This design comes from an exercise in tuning for small area on the open sky130 flow, not from production work. At most, simulation tests tie the RTL to the original design; equivalence was not proved. Power figures rest on the tool's default switching activity, not on a simulated workload.

==> run a: inputs <==
==> flow/design.v <==
module debounce(
    input  rst, clk, tick,
    input  btn,
    output reg key
    );
reg b0, b1;
reg [4:0] cnt;
always @(posedge clk or posedge rst)
    if (rst) begin
        b0 <= 0; b1 <= 0; cnt <= 0; key <= 0;
    end else if (tick) begin
        b0 <= btn; b1 <= b0;
        if (b0 ^ b1) cnt <= 0;
        else if (cnt != 5'd29) cnt <= cnt + 1'b1;
        if (cnt == 5'd29) key <= b1;
    end
endmodule
module uart_tx(
    input  rst, clk,
    input  tick_g, tick_f, tick_r,
    input  start,
    input  [15:0] sw,
    output reg txsd
    );
reg st0, st1;
always @(posedge clk or posedge rst)
    if (rst) begin
        st0 <= 0; st1 <= 0;
    end else if (tick_f) begin
        st0 <= start; st1 <= st0;
    end
wire sten = st0 & ~st1;
reg [3:0] tb; reg [1:0] tby;
wire tld = (tb == 4'd5) | (tb == 4'd10);
always @(posedge clk or posedge rst)
    if (rst) begin
        tb <= 4'd15; tby <= 0;
    end else if (tick_r) begin
        if (sten) begin
            tb <= (tb == 4'd4) ? 4'd10 : 4'd0; tby <= 0;
        end else if (tb == 4'd10)
            tb <= 4'd1;
        else if (tb < 4'd9)
            tb <= tb + 1'b1;
        else if (tb == 4'd9) begin
            if (tby != 2'd3) begin
                tb <= 0; tby <= tby + 1'b1;
            end else
                tb <= 4'd15;
        end
    end
reg [3:0] tc;
reg [3:0] tnib;
reg tnx;
wire [3:0] sw_nib = (tby == 2'd0) ? sw[15:12] : (tby == 2'd1) ? sw[11:8] :
                    (tby == 2'd2) ? sw[7:4] : sw[3:0];
wire       tlet = (tnib > 4'd9);
wire [3:0] tlo  = tlet ? (tnib - 4'd9) : tnib;
wire [7:0] tch  = {1'b0, tlet, ~tlet, ~tlet, tlo};
reg tbit;
always @* begin
    case (tc)
    4'd0: tbit = 1'b0;
    4'd1: tbit = tch[0];
    4'd2: tbit = tch[1];
    4'd3: tbit = tch[2];
    4'd4: tbit = tch[3];
    4'd5: tbit = tch[4];
    4'd6: tbit = tch[5];
    4'd7: tbit = tch[6];
    4'd8: tbit = tch[7];
    default: tbit = 1'b1;
    endcase
end
always @(posedge clk)
    if (tick_g) begin
        tnx <= tbit;
        if (tld) tnib <= sw_nib;
    end
always @(posedge clk or posedge rst)
    if (rst) begin
        tc <= 4'd9; txsd <= 1'b1;
    end else begin
        if (tick_f) txsd <= tnx;
        if (tick_r) begin
            if (tld) tc <= 0;
            else if (tc != 4'd9) tc <= tc + 1'b1;
        end
    end
endmodule
module uart_rx(
    input  rst, clk,
    input  rxck, rxsd,
    output [15:0] rpd
    );
reg rxc0, rxc1, rxsdi;
reg [3:0] rb;       
reg [3:0] rc;
reg [7:0] pd;
reg rxv; reg [3:0] rxn;    
wire rrise = rxc0 & ~rxc1;
wire rfall = rxc1 & ~rxc0;
wire rc_z  = (rc == 4'd0) | (rc == 4'd12);
wire rc_hi = (rc == 4'd10) | (rc == 4'd11);
wire rxen  = rxc1 ? ~rc_hi : ~((rc == 4'd11) | (rc == 4'd12));
wire rnpd  = rxc1 ? ((rc == 4'd3) | (rc == 4'd4)) : ((rc == 4'd4) | (rc == 4'd5));
wire pd_dig = (pd[7:4] == 4'd3) & (pd[3:0] < 4'd10);
wire pd_let = (pd[7:4] == 4'd4) & (pd[3:0] > 4'd0) & (pd[3:0] < 4'd7);
always @(posedge clk or posedge rst)
    if (rst) begin
        rxc0 <= 0; rxc1 <= 0;
        rxsdi <= 1; rb <= 4'd10; rc <= 4'd11;
        rxv <= 0;
    end else begin
        rxc0 <= rxck; rxc1 <= rxc0;
        if (rrise) begin
            rxsdi <= rxsd;
            if ((rb >= 4'd9) & ~rxsd) rb <= 0;
            else if (rb != 4'd10) rb <= rb + 1'b1;
            if (rc_z) rxv <= pd_dig | pd_let;
            else if (rc_hi) rxv <= 1'b0;
        end
        if (rfall) begin
            if ((rb == 4'd9) & rxsd) rc <= rc_hi ? 4'd12 : 4'd0;
            else if (rc_z) rc <= 4'd1;
            else if (rc != 4'd11) rc <= rc + 1'b1;
        end
    end
always @(posedge clk) begin
    if (rfall)
        case (rb)
        4'd1: pd[0] <= rxsdi;
        4'd2: pd[1] <= rxsdi;
        4'd3: pd[2] <= rxsdi;
        4'd4: pd[3] <= rxsdi;
        4'd5: pd[4] <= rxsdi;
        4'd6: pd[5] <= rxsdi;
        4'd7: pd[6] <= rxsdi;
        4'd8: pd[7] <= rxsdi;
        default: ;
        endcase
    if (rrise & rc_z)
        rxn <= pd_let ? (pd[3:0] + 4'd9) : pd[3:0];
end
reg rx0, rx1, rn0, rn1, upd;
reg [2:0] rby;
reg v0, v1, v2;
reg [3:0] n0, n1, n2;
reg [3:0] nb0, nb1, nb2, nb3;
wire rnr = rn0 & ~rn1;
always @(posedge clk or posedge rst)
    if (rst) begin
        rx0 <= 0; rx1 <= 0; rn0 <= 0; rn1 <= 0; upd <= 0;
        rby <= 3'd7; v0 <= 0; v1 <= 0; v2 <= 0;
        nb0 <= 0; nb1 <= 0; nb2 <= 0; nb3 <= 0;
    end else begin
        rx0 <= rxen; rx1 <= rx0; rn0 <= rnpd; rn1 <= rn0;
        if (rx0 & ~rx1) rby <= 0;
        else if (rn1 & ~rn0) rby <= rby + 1'b1;
        else if (~rxen) rby <= 3'd7;
        if (rnr) begin
            if (rby == 3'd0) v0 <= rxv;
            if (rby == 3'd1) v1 <= rxv;
            if (rby == 3'd2) v2 <= rxv;
        end
        upd <= rnr & (rby == 3'd3);
        if (upd) begin
            if (v0) nb0 <= n0;
            if (v1) nb1 <= n1;
            if (v2) nb2 <= n2;
            if (rxv) nb3 <= rxn;
        end
    end
always @(posedge clk)
    if (rnr) begin
        if (rby == 3'd0) n0 <= rxn;
        if (rby == 3'd1) n1 <= rxn;
        if (rby == 3'd2) n2 <= rxn;
    end
assign rpd = {nb0, nb1, nb2, nb3};
endmodule
module uart_codec
    (    input 	btnl,  
    input 	clk,   
    input 	btnr,  
    input 	btnd,  
    input 	[15:0] sw,
    input	rxsd,rxck,
    output  reg txck,
    output  txsd,
    output	[6:0] seg,
    output  dp,
    output	[3:0] an,
    output 	reg [15:0] led
    );
wire rst = btnl;
reg [5:0] cnt;
wire tick_g = (cnt == 6'd0) & ~txck;    
wire tick_f = (cnt == 6'd1) & ~txck;    
wire tick_r = (cnt == 6'd1) &  txck;    
wire tick_l = (cnt == 6'd3) & ~txck;    
always @(posedge clk or posedge rst)
    if (rst) begin
        cnt <= 0; txck <= 0;
    end else if (cnt == 6'd49) begin
        cnt <= 0; txck <= ~txck;
    end else
        cnt <= cnt + 1'b1;
wire start, key;
debounce u_debounce0 (.rst(rst), .clk(clk), .tick(tick_f), .btn(btnr), .key(start));
debounce u_debounce1 (.rst(rst), .clk(clk), .tick(tick_f), .btn(btnd), .key(key));
reg kp, lsel;
always @(posedge clk or posedge rst)
    if (rst) begin
        kp <= 0; lsel <= 0;
    end else if (tick_l) begin
        kp <= key;
        if (key & ~kp) lsel <= ~lsel;
    end
assign seg = 7'b1111111;
assign dp  = 1'b0;
assign an  = {lsel, ~lsel, ~lsel, lsel};
uart_tx u_uart_tx (.rst(rst), .clk(clk), .tick_g(tick_g), .tick_f(tick_f), .tick_r(tick_r),
                   .start(start), .sw(sw), .txsd(txsd));
wire [15:0] rpd;
uart_rx u_uart_rx (.rst(rst), .clk(clk), .rxck(rxck), .rxsd(rxsd), .rpd(rpd));
always @(posedge clk or posedge rst)
    if (rst) led <= 0;
    else if (lsel) led <= rpd;
    else led <= sw;
endmodule
==> flow/flow/run.sh <==
#!/bin/bash
# Standard layout, with two changes: ports buffered with the smallest
# buffer, and clock tree synthesis without dummy balancing loads.
set -euo pipefail
bash standard.sh finish \
  "BUFFER_PORTS_ARGS=-buffer_cell sky130_fd_sc_hd__buf_1" \
  "CTS_ARGS=-sink_clustering_enable -repair_clock_nets -dont_use_dummy_load -sink_clustering_size 30 -sink_clustering_max_diameter 150 -buf_list sky130_fd_sc_hd__clkbuf_8" \
  > standard_flow.log 2>&1
==> flow/standard.sh <==
#!/bin/bash
# synth_recipe.tcl (not shown) runs the flow's synth.tcl, then flattens the netlist and writes it again
# the make line also repeats each setting of config.mk as NAME=value (left out here)
make -C /OpenROAD-flow-scripts/flow DESIGN_CONFIG=/design/flow/config.mk WORK_HOME=/design/flow/orfs CLKGATE_MAP_FILE= SYNTH_SCRIPT=/design/flow/synth_recipe.tcl "${@:-finish}"
==> flow/config.mk <==
export PLATFORM = sky130hd
export DESIGN_NAME = uart_codec
export DESIGN_NICKNAME = uart_codec
export VERILOG_FILES = /design/flow/design.v
export SDC_FILE = /design/flow/constraint.sdc
export NUM_CORES = 4
export LEC_CHECK = 0
export CAP_MARGIN = 20
export CORE_MARGIN = 2
export CORE_UTILIZATION = 70
export CTS_BUF_LIST = sky130_fd_sc_hd__clkbuf_4
export CTS_CLUSTER_DIAMETER = 150
export CTS_CLUSTER_SIZE = 30
export PLACE_DENSITY = 0.8
export SLEW_MARGIN = 20
==> flow/constraint.sdc <==
create_clock -name core_clock -period 10.0 [get_ports {clk}]
set_input_delay 2.0000 -clock core_clock [delete_from_list [all_inputs] [get_ports {clk}]]
set_output_delay 2.0000 -clock core_clock [all_outputs]
set_load 0.01 [all_outputs]
==> run b: changes against run a <==
--- a/flow/design.v
+++ b/flow/design.v
@@ -7,2 +7,3 @@
 reg [4:0] cnt;
+wire c29 = (cnt == 5'b11000);
 always @(posedge clk or posedge rst)
@@ -13,4 +14,4 @@
         if (b0 ^ b1) cnt <= 0;
-        else if (cnt != 5'd29) cnt <= cnt + 1'b1;
-        if (cnt == 5'd29) key <= b1;
+        else if (~c29) cnt <= {cnt[3:0], ~(cnt[4] ^ cnt[2])};
+        if (c29) key <= b1;
     end
@@ -95,3 +96,3 @@
     );
-reg rxc0, rxc1, rxsdi;
+reg rxc0, rxc1;
 reg [3:0] rb;       
@@ -111,4 +112,3 @@
         rxc0 <= 0; rxc1 <= 0;
-        rxsdi <= 1; rb <= 4'd10; rc <= 4'd11;
-        rxv <= 0;
+        rb <= 4'd10; rc <= 4'd11;
     end else begin
@@ -116,7 +116,4 @@
         if (rrise) begin
-            rxsdi <= rxsd;
             if ((rb >= 4'd9) & ~rxsd) rb <= 0;
             else if (rb != 4'd10) rb <= rb + 1'b1;
-            if (rc_z) rxv <= pd_dig | pd_let;
-            else if (rc_hi) rxv <= 1'b0;
         end
@@ -129,16 +126,10 @@
 always @(posedge clk) begin
-    if (rfall)
-        case (rb)
-        4'd1: pd[0] <= rxsdi;
-        4'd2: pd[1] <= rxsdi;
-        4'd3: pd[2] <= rxsdi;
-        4'd4: pd[3] <= rxsdi;
-        4'd5: pd[4] <= rxsdi;
-        4'd6: pd[5] <= rxsdi;
-        4'd7: pd[6] <= rxsdi;
-        4'd8: pd[7] <= rxsdi;
-        default: ;
-        endcase
+    if (rrise & (rb < 4'd8))
+        pd <= {rxsd, pd[7:1]};
     if (rrise & rc_z)
         rxn <= pd_let ? (pd[3:0] + 4'd9) : pd[3:0];
+    if (rrise & rc_z)
+        rxv <= pd_dig | pd_let;
+    else if (rrise & rc_hi)
+        rxv <= 1'b0;
 end
@@ -197,6 +188,7 @@
 reg [5:0] cnt;
-wire tick_g = (cnt == 6'd0) & ~txck;    
-wire tick_f = (cnt == 6'd1) & ~txck;    
-wire tick_r = (cnt == 6'd1) &  txck;    
-wire tick_l = (cnt == 6'd3) & ~txck;    
+wire c49 = (cnt == 6'b100000);
+wire tick_g = (cnt == 6'b000000) & ~txck;    
+wire tick_f = (cnt == 6'b000001) & ~txck;    
+wire tick_r = (cnt == 6'b000001) &  txck;    
+wire tick_l = (cnt == 6'b000111) & ~txck;    
 always @(posedge clk or posedge rst)
@@ -204,6 +196,6 @@
         cnt <= 0; txck <= 0;
-    end else if (cnt == 6'd49) begin
-        cnt <= 0; txck <= ~txck;
-    end else
-        cnt <= cnt + 1'b1;
+    end else begin
+        cnt <= {cnt[4:0], ~(cnt[5] ^ cnt[4]) ^ (cnt == 6'b110001)};
+        if (c49) txck <= ~txck;
+    end
 wire start, key;
==> flow/flow/run.sh (replaced) <==
#!/bin/bash
# The standard layout (standard.sh), with three changes:
#  - synthesis maps combinational logic with an area-oriented ABC script
#    (flow/my_synth.tcl; otherwise the standard synthesis script),
#  - every port is buffered with the smallest buffer, sky130_fd_sc_hd__buf_1,
#  - clock tree synthesis inserts no dummy balancing loads.
# Output of the whole run goes to standard_flow.log; each tool's own log is
# under orfs/logs/.
set -euo pipefail
bash standard.sh finish \
  "SYNTH_SCRIPT=$PWD/flow/my_synth.tcl" \
  "BUFFER_PORTS_ARGS=-buffer_cell sky130_fd_sc_hd__buf_1" \
  "CTS_ARGS=${CTS_ARGS_OVERRIDE:--sink_clustering_enable -repair_clock_nets -dont_use_dummy_load -buf_list sky130_fd_sc_hd__clkbuf_4 -sink_buffer_max_cap_derate 0.7}" \
  > standard_flow.log 2>&1
==> flow/flow/my_synth.tcl (new file) <==
# synth_recipe.tcl (the standard synthesis) with one change: the combinational
# mapping uses an area-oriented ABC script. Flip-flop mapping is unchanged.
proc synth {args} { yosys synth -nofsm -noshare {*}$args }
proc abc {args} {
  set out {}
  set skip 0
  foreach a $args {
    if {$skip} { set skip 0; continue }
    if {$a in {-script -D -constr}} { set skip 1; continue }
    lappend out $a
  }
  yosys abc -script "+strash;dc2;dch,-f;amap" {*}$out
}
source $::env(SCRIPTS_DIR)/synth.tcl
# left out here: clear keep_hierarchy, flatten, clean up, hide names made inside functions, write 1_2_yosys.v
Settings changed: CORE_UTILIZATION 70 to 60, CTS_BUF_LIST sky130_fd_sc_hd__clkbuf_4 to default, CTS_CLUSTER_DIAMETER 150 to default, CTS_CLUSTER_SIZE 30 to default, PLACE_DENSITY 0.8 to 0.7.
==> run c: changes against run a <==
--- a/flow/design.v
+++ b/flow/design.v
@@ -1,25 +1,53 @@
-module debounce(
-    input  rst, clk, tick,
-    input  btn,
-    output reg key
+module uart_codec
+    (    input 	btnl,  
+    input 	clk,   
+    input 	btnr,  
+    input 	btnd,  
+    input 	[15:0] sw,
+    input	rxsd,rxck,
+    output  reg txck,
+    output  reg txsd,
+    output	[6:0] seg,
+    output  dp,
+    output	[3:0] an,
+    output 	reg [15:0] led
     );
-reg b0, b1;
-reg [4:0] cnt;
-always @(posedge clk or posedge rst)
-    if (rst) begin
-        b0 <= 0; b1 <= 0; cnt <= 0; key <= 0;
-    end else if (tick) begin
-        b0 <= btn; b1 <= b0;
-        if (b0 ^ b1) cnt <= 0;
-        else if (cnt != 5'd29) cnt <= cnt + 1'b1;
-        if (cnt == 5'd29) key <= b1;
-    end
-endmodule
-module uart_tx(
-    input  rst, clk,
-    input  tick_g, tick_f, tick_r,
-    input  start,
-    input  [15:0] sw,
-    output reg txsd
-    );
+wire rst = btnl;
+reg [5:0] cnt;
+wire tick_g = (cnt == 6'd0) & ~txck;    
+wire tick_f = (cnt == 6'd1) & ~txck;    
+wire tick_r = (cnt == 6'd1) &  txck;    
+wire tick_l = (cnt == 6'd3) & ~txck;    
+always @(posedge clk or posedge rst)
+    if (rst) begin
+        cnt <= 0; txck <= 0;
+    end else if (cnt == 6'd49) begin
+        cnt <= 0; txck <= ~txck;
+    end else
+        cnt <= cnt + 1'b1;
+reg r0, r1, rkey; reg [4:0] rbc;
+reg d0, d1, dkey; reg [4:0] dbc;
+always @(posedge clk or posedge rst)
+    if (rst) begin
+        r0 <= 0; r1 <= 0; rbc <= 0; rkey <= 0;
+        d0 <= 0; d1 <= 0; dbc <= 0; dkey <= 0;
+    end else if (tick_f) begin
+        r0 <= btnr; r1 <= r0;
+        if (r0 ^ r1) rbc <= 0; else if (rbc != 5'd29) rbc <= rbc + 1'b1;
+        if (rbc == 5'd29) rkey <= r1;
+        d0 <= btnd; d1 <= d0;
+        if (d0 ^ d1) dbc <= 0; else if (dbc != 5'd29) dbc <= dbc + 1'b1;
+        if (dbc == 5'd29) dkey <= d1;
+    end
+reg k0, k1, lsel;
+always @(posedge clk or posedge rst)
+    if (rst) begin
+        k0 <= 0; k1 <= 0; lsel <= 0;
+    end else begin
+        k0 <= dkey; k1 <= k0;
+        if (k0 & ~k1) lsel <= ~lsel;
+    end
+assign seg = 7'b1111111;
+assign dp  = 1'b0;
+assign an  = {lsel, ~lsel, ~lsel, lsel};
 reg st0, st1;
@@ -29,3 +57,3 @@
     end else if (tick_f) begin
-        st0 <= start; st1 <= st0;
+        st0 <= rkey; st1 <= st0;
     end
@@ -51,3 +79,3 @@
     end
-reg [3:0] tc;
+reg [3:0] tc;       
 reg [3:0] tnib;
@@ -89,12 +117,7 @@
     end
-endmodule
-module uart_rx(
-    input  rst, clk,
-    input  rxck, rxsd,
-    output [15:0] rpd
-    );
 reg rxc0, rxc1, rxsdi;
 reg [3:0] rb;       
-reg [3:0] rc;
+reg [3:0] rc;       
 reg [7:0] pd;
+reg rxen, rnpd;
 reg rxv; reg [3:0] rxn;    
@@ -102,6 +125,2 @@
 wire rfall = rxc1 & ~rxc0;
-wire rc_z  = (rc == 4'd0) | (rc == 4'd12);
-wire rc_hi = (rc == 4'd10) | (rc == 4'd11);
-wire rxen  = rxc1 ? ~rc_hi : ~((rc == 4'd11) | (rc == 4'd12));
-wire rnpd  = rxc1 ? ((rc == 4'd3) | (rc == 4'd4)) : ((rc == 4'd4) | (rc == 4'd5));
 wire pd_dig = (pd[7:4] == 4'd3) & (pd[3:0] < 4'd10);
@@ -111,4 +130,4 @@
         rxc0 <= 0; rxc1 <= 0;
-        rxsdi <= 1; rb <= 4'd10; rc <= 4'd11;
-        rxv <= 0;
+        rxsdi <= 1; rb <= 4'd10; rc <= 4'd10;
+        rxen <= 0; rnpd <= 0; rxv <= 0;
     end else begin
@@ -119,9 +138,10 @@
             else if (rb != 4'd10) rb <= rb + 1'b1;
-            if (rc_z) rxv <= pd_dig | pd_let;
-            else if (rc_hi) rxv <= 1'b0;
+            rxen <= (rc < 4'd10);
+            rnpd <= (rc == 4'd3) | (rc == 4'd4);
+            if (rc == 4'd0) rxv <= pd_dig | pd_let;
+            else if (rc == 4'd10) rxv <= 1'b0;
         end
         if (rfall) begin
-            if ((rb == 4'd9) & rxsd) rc <= rc_hi ? 4'd12 : 4'd0;
-            else if (rc_z) rc <= 4'd1;
-            else if (rc != 4'd11) rc <= rc + 1'b1;
+            if ((rb == 4'd9) & rxsd) rc <= 0;
+            else if (rc != 4'd10) rc <= rc + 1'b1;
         end
@@ -141,3 +161,3 @@
         endcase
-    if (rrise & rc_z)
+    if (rrise & (rc == 4'd0))
         rxn <= pd_let ? (pd[3:0] + 4'd9) : pd[3:0];
@@ -179,52 +199,5 @@
     end
-assign rpd = {nb0, nb1, nb2, nb3};
-endmodule
-module uart_codec
-    (    input 	btnl,  
-    input 	clk,   
-    input 	btnr,  
-    input 	btnd,  
-    input 	[15:0] sw,
-    input	rxsd,rxck,
-    output  reg txck,
-    output  txsd,
-    output	[6:0] seg,
-    output  dp,
-    output	[3:0] an,
-    output 	reg [15:0] led
-    );
-wire rst = btnl;
-reg [5:0] cnt;
-wire tick_g = (cnt == 6'd0) & ~txck;    
-wire tick_f = (cnt == 6'd1) & ~txck;    
-wire tick_r = (cnt == 6'd1) &  txck;    
-wire tick_l = (cnt == 6'd3) & ~txck;    
-always @(posedge clk or posedge rst)
-    if (rst) begin
-        cnt <= 0; txck <= 0;
-    end else if (cnt == 6'd49) begin
-        cnt <= 0; txck <= ~txck;
-    end else
-        cnt <= cnt + 1'b1;
-wire start, key;
-debounce u_debounce0 (.rst(rst), .clk(clk), .tick(tick_f), .btn(btnr), .key(start));
-debounce u_debounce1 (.rst(rst), .clk(clk), .tick(tick_f), .btn(btnd), .key(key));
-reg kp, lsel;
-always @(posedge clk or posedge rst)
-    if (rst) begin
-        kp <= 0; lsel <= 0;
-    end else if (tick_l) begin
-        kp <= key;
-        if (key & ~kp) lsel <= ~lsel;
-    end
-assign seg = 7'b1111111;
-assign dp  = 1'b0;
-assign an  = {lsel, ~lsel, ~lsel, lsel};
-uart_tx u_uart_tx (.rst(rst), .clk(clk), .tick_g(tick_g), .tick_f(tick_f), .tick_r(tick_r),
-                   .start(start), .sw(sw), .txsd(txsd));
-wire [15:0] rpd;
-uart_rx u_uart_rx (.rst(rst), .clk(clk), .rxck(rxck), .rxsd(rxsd), .rpd(rpd));
 always @(posedge clk or posedge rst)
     if (rst) led <= 0;
-    else if (lsel) led <= rpd;
+    else if (lsel) led <= {nb0, nb1, nb2, nb3};
     else led <= sw;
==> flow/run.sh (new file) <==
#!/bin/bash
# synth_recipe.tcl (not shown) runs the flow's synth.tcl, then flattens the netlist and writes it again
# the make line also repeats each setting of config.mk as NAME=value (left out here)
make -C /OpenROAD-flow-scripts/flow DESIGN_CONFIG=/design/flow/config.mk WORK_HOME=/design/flow/orfs CLKGATE_MAP_FILE= SYNTH_SCRIPT=/design/flow/synth_recipe.tcl finish
Settings changed: CORE_UTILIZATION 70 to 85, CTS_BUF_LIST sky130_fd_sc_hd__clkbuf_4 to default, CTS_CLUSTER_DIAMETER 150 to default, CTS_CLUSTER_SIZE 30 to default, PLACE_DENSITY 0.8 to 0.9.
removed: flow/flow/run.sh
removed: flow/standard.sh
==> comparison table <==
Synth-to-Final Area Change: run c -; run a 6.841%; run b 6.773%
Total internal power: run c -; run a 783.9 uW; run b 737.8 uW
Proportion of total power due to net switching: run c -; run a 26.83%; run b 29.53%
Unique masters post-synth: run c 65; run a 69; run b 38
M2 GR Usage: run c -; run a 38.03%; run b 33.99%
Share of total power in the clock network: run c -; run a 28.0%; run b 21.2%
Nets: run c -; run a 623; run b 653
Worst Path Class, Setup: run c -; run a flip-flop to primary output; run b flip-flop to primary output
Max reg flops: run c -; run a 16; run b 16
Netlist area before placement: run c 0.006046 sq mm; run a 0.006091 sq mm; run b 0.005505 sq mm
Simple logic cell fraction of the synthesized area: run c 13.72%; run a 12.61%; run b 11.34%
Outcome: run c aborted with a tool error; run a no timing/DRC/antenna violations; run b no timing/DRC/antenna violations
Failing step: run c 3_3_place_gp; run a -; run b -
Die area: run c -; run a 0.009463 sq mm; run b 0.009958 sq mm
Signal arrival time at the worst endpoint: run c -; run a 1.69 ns; run b 1.92 ns
Inserted Clock Buffers: run c -; run a 17; run b 17
For run a, only the layout was checked, not whether the RTL still works.

[separate check: timing with driven ports]
In the flow no input, the clock included, has a driving cell. The finished layouts below were timed again as built, in two steps. Step 1: set_driving_cell puts a clkbuf_16 on clk and a buf_2 on each other input, an assumption about the parent block. Step 2, shift: input delay + t, output delay - t, t = (earliest + latest rising clock arrival at the registers) / 2. This alone moves slack from input paths to output paths. a / b / c = no drivers / after step 1 / after step 2; a / b = the first two.
run	t (ns)	slack for setup (ns)	clock arrival spread, ns	slew at the worst register clock pin (ns)
run a	0.447	6.307 / 6.270 / 6.717	0.035 / 0.035	0.08 / 0.08
run b	0.506	6.077 / 6.047 / 6.500	0.043 / 0.043	0.11 / 0.11
After both steps every run listed still meets setup and hold.
